This design comes from an exercise in tuning for small area, a short achievable clock period and few clock cycles on the open sky130 flow, not from production work.
Function was checked by simulation only, so behaviour that the tests miss may differ from the original.
Power is estimated from default activity; no workload was simulated.

== job 3579 ==
// chipmunk
module chipmunk
	#(parameter addrSize = 12)
	(input clk,
	 input reset,
	 input [addrSize-1:0] startPC,
	 input [7:0] dataBus,
	 output [7:0] dataBusWrite,
	 output [addrSize-1:0] addrBus,
	 output weMem,
	 output done);
	function [8:0] add8(input [7:0] a, input [7:0] b, input ci);
		reg [7:0] g, p, gg, pp, g2, p2;
		reg [8:0] c;
		integer i, d;
		begin
			g = a & b;
			p = a ^ b;
			gg = g;
			pp = p;
			for (d = 1; d < 8; d = d * 2) begin
				g2 = gg; p2 = pp;
				for (i = d; i < 8; i = i + 1) begin
					g2[i] = gg[i] | (pp[i] & gg[i-d]);
					p2[i] = pp[i] & pp[i-d];
				end
				gg = g2; pp = p2;
			end
			c[0] = ci;
			c[8:1] = gg | (pp & {8{ci}});
			add8 = {c[8], p ^ c[7:0]};
		end
	endfunction
	function [3:0] inc4(input [3:0] a);
		inc4 = {a[3] ^ (&a[2:0]), a[2] ^ (&a[1:0]), a[1] ^ a[0], !a[0]};
	endfunction
	function [3:0] dec4(input [3:0] a);
		dec4 = {a[3] ^ !(|a[2:0]), a[2] ^ !(|a[1:0]), a[1] ^ !a[0], !a[0]};
	endfunction
	function [11:0] inc12(input [11:0] a);
		integer i;
		begin
			for (i = 0; i < 12; i = i + 1)
				inc12[i] = a[i] ^ (&(a | ~((12'd1 << i) - 12'd1)));
		end
	endfunction
	function [7:0] inc8(input [7:0] a);
		integer i;
		begin
			for (i = 0; i < 8; i = i + 1)
				inc8[i] = a[i] ^ (&(a | ~((8'd1 << i) - 8'd1)) | (i == 0));
		end
	endfunction
	function [7:0] dec8(input [7:0] a);
		integer i;
		begin
			for (i = 0; i < 8; i = i + 1)
				dec8[i] = a[i] ^ (!(|(a & ((8'd1 << i) - 8'd1))));
		end
	endfunction
	reg [7:0] aReg, xReg, yReg;
	reg [5:0] spReg;
	reg nFlag, cFlag;
	reg [7:0] zVal;               
	wire zFlag = (zVal == 8'd0);
	reg sF, sO1, sO2, sP1, sP2, sM, sW, sR1, sR2, sBD, sC1, sC2, sPW;
	reg [11:0] ar;                
	reg [11:0] pc;                
	reg [7:0] ir;                 
	reg irValid;
	reg [7:0] dr;                 
	reg [3:0] hr;                 
	reg rc;                       
	reg wr;                       
	reg finished;
	reg xAluX, xAluY, xSub, xUseC;
	reg wsA, wsX, wsY, wsD;
	reg pX, pY;
	reg pR;                       
	reg rs;                       
	reg cx;                       
	assign addrBus = ar;
	assign weMem = !wr;
	assign done = finished;
	wire [5:0] f = ir[7:2];
	wire [1:0] ss = ir[1:0];
  ...
For scale: ~1200 cells after synthesis, roughly 8500 um^2 of cells after synthesis.
==> flow/config.mk <==
export PLATFORM = sky130hd
export DESIGN_NAME = chipmunk
export DESIGN_NICKNAME = chipmunk
export VERILOG_FILES = /design/flow/design.v
export SDC_FILE = /design/flow/constraint.sdc
export NUM_CORES = 4
export LEC_CHECK = 0
export ABC_AREA = 1
export CAP_MARGIN = 20
export CORE_MARGIN = 2
export CORE_UTILIZATION = 55
export CTS_BUF_LIST = sky130_fd_sc_hd__clkbuf_4 sky130_fd_sc_hd__clkbuf_8
export SETUP_SLACK_MARGIN = 2.5
export SLEW_MARGIN = 20
==> flow/constraint.sdc <==
create_clock -name core_clock -period 5.0 [get_ports {clk}]
set_input_delay 1.0000 -clock core_clock [delete_from_list [all_inputs] [get_ports {clk}]]
set_output_delay 1.0000 -clock core_clock [all_outputs]
set_load 0.01 [all_outputs]
run.sh (not shown) runs the stock make flow with config.mk's settings and CLKGATE_MAP_FILE= SYNTH_SCRIPT=/design/flow/synth_recipe.tcl, a recipe that flattens the netlist after the stock synthesis.
Testbench counts of job 3579, summed over its fixed seeds: cycles 328,514.
The following lists how job 5735 was set up differently from job 3579:
Settings: TNS_END_PERCENT now 10, previously not set; CTS_BUF_LIST no longer set, was sky130_fd_sc_hd__clkbuf_4 sky130_fd_sc_hd__clkbuf_8.
Findings:
Job 5735: PASS, flow complete, no timing, DRC or antenna violations. Row part of the total power dissipated in sequential elements: job 5735 higher / job 3579 lower. Summary of job 5735 over job 3579: clock slew at the register clock pins of the worst setup and hold paths shrank by 20 ps, via count dropped 171, met3 wirelength from detailed routing moved down, sequential share of layout area now sits higher, area added between synthesis and finish went down 5.8 points.
## Diff of input files: job 7736 against job 5735
Settings: clearing TNS_END_PERCENT, which used to be 10.
The capturing instance or port of the critical path comes out dataBusWrite[1] in one run and dataBusWrite[5] in the other, namely in job 5735 and job 7736 respectively.
Compared with job 5735, job 7736 shows a higher final cell utilization of the core.
Compared to job 5735, job 7736 has setup slack 31 ps higher.
Re total length of routed wires: job 5735 was lower than job 7736.
Clock latency at the later pin of the worst-skew pair: job 5735 and job 7736 compared, lower one is job 5735
Design area for job 7736 is higher than for job 5735.


chipmunk, a different RTL version from the one above (not shown whole).
For scale: about 44 I/O pins.
// chipmunk
module chipmunk
	#(parameter addrSize = 12)
	(input clk,
	 input reset,
	 input [addrSize-1:0] startPC,
	 input [7:0] dataBus,
	 output [7:0] dataBusWrite,
	 output [addrSize-1:0] addrBus,
	 output weMem,
	 output done);
Settings: LEC_CHECK=0, ABC_AREA=1, CAP_MARGIN=20, CORE_MARGIN=2, CORE_UTILIZATION=55, SETUP_SLACK_MARGIN=2.6, SLEW_MARGIN=20, TNS_END_PERCENT=5; clock period 5.0 ns.
Testbench counts at the start, summed over its fixed seeds: cycles 328,514.
Change:
- CORE_UTILIZATION: 55 -> 65
- SETUP_SLACK_MARGIN: 2.6 -> 2.5
=> The changed run completed with no timing, DRC or antenna violations. Power goes down slightly. Wire length came out higher by a few percent. Final area decreases slightly. Non-clock buffer count grows by 4. Core utilization went up by 13 points. Setup slack gets worse by 0.023 ns. First-iteration DRC count rose by well over a third. Sequential power is about the same. Combinational power is higher by a little under a tenth.
Change:
- CORE_UTILIZATION: 65 -> 55
- SETUP_SLACK_MARGIN: 2.5 -> 2.2
What happened:
- The changed run produced a clean layout
- routed wire length went down by a little under a tenth
- die area goes up by about a fifth
- sequential share of layout area is higher by 1.4 points
- global-route usage drops by 7.7 points
- sequential cell count is unchanged


Setup of harbor:
Starting RTL as in the previous note.
Settings: LEC_CHECK=0, ABC_AREA=1, CAP_MARGIN=20, CORE_MARGIN=2, CORE_UTILIZATION=55, SETUP_SLACK_MARGIN=2.8, SLEW_MARGIN=20, TNS_END_PERCENT=5; clock period 5.0 ns.
harbor: PASS, flow complete, no timing, DRC or antenna violations
Testbench counts of harbor, summed over its fixed seeds: cycles 328,514.
Setup changes, harbor to willow
Settings: SETUP_SLACK_MARGIN: 2.8 -> 2.5.
==> run notes <==
willow went all the way through the flow, and no timing, DRC or antenna check failed. The combined flip-flop and latch cell area on willow is in line with that on harbor. Compare willow and harbor | design internal power higher: harbor. Worst setup path startpoint: aReg[7] -> harbor, pc[10] -> willow. On power, the higher figure sits with harbor, not willow.


Another version of the RTL of chipmunk (not shown whole).
Size in the first run: about 120 flip-flops, ~8700 um^2 of cells after synthesis.
clock: 5.0 ns
lec_check: 0
abc_area: 1
cap_margin: 20
core_margin: 2
core_utilization: 55
setup_slack_margin: 2.5
slew_margin: 20
tns_end_percent: 1
Testbench counts at the start, summed over its fixed seeds: cycles 328,514.
Next try:
--- a/flow/config.mk
+++ b/flow/config.mk
@@ -14 +14 @@
-export TNS_END_PERCENT = 1
+export TNS_END_PERCENT = 5
Clock skew hardly moves.
Core utilization stays flat.
Combinational power hardly moves.
Wire length is about the same.
Die area stays the same.
Setup slack improves by 30 ps.
Synthesized area is unchanged.
Hold slack stays flat.
Total power rises by about 1%.
Design area stays flat.
Maximum frequency rises by 1.1%.

==> what the ideal ports hide <==
How much do the figures lean on ideal ports? The routed layouts below were timed once more, with nothing changed but the port constraints. Step 1, drivers: a clkbuf_16 drives clk and a buf_2 each remaining input, both assumed. Step 2 also shifts input and output timing later by t, the mid clock arrival at the registers, as if the neighbouring blocks saw the same clock. Three values: no drivers, after step 1, after step 2; two values: the first two.
run | t, ns | setup slack, ns | worst setup path after step 2 | latest minus earliest clock arrival (ns)
job 3579 | 0.498 | 2.240 / 2.240 / 2.031 | input to register | 0.013 / 0.013
job 5735 | 0.465 | 2.244 / 2.197 / 2.010 | input to register | 0.010 / 0.010
job 7736 | 0.472 | 2.275 / 2.232 / 2.089 | input to register | 0.014 / 0.014
the first run of note 2 | 0.470 | 2.415 / 2.367 / 2.079 | input to register | 0.009 / 0.009
the second run of note 2 | 0.464 | 2.392 / 2.350 / 1.968 | input to register | 0.010 / 0.010
the third run of note 2 | 0.470 | 1.963 / 1.919 / 1.720 | input to register | 0.009 / 0.009
harbor | 0.475 | 2.400 / 2.353 / 2.156 | input to register | 0.011 / 0.012
willow | 0.469 | 2.427 / 2.381 / 2.051 | input to register | 0.009 / 0.009
the first run of note 4 | 0.463 | 2.292 / 2.251 / 1.953 | input to register | 0.009 / 0.008
the second run of note 4 | 0.468 | 2.323 / 2.277 / 1.971 | input to register | 0.008 / 0.009
After both steps every run listed still meets setup and hold. For the second run of note 2, which loses most, drivers alone change the setup slack by -0.042 ns; drivers and shift together by -0.424 ns.
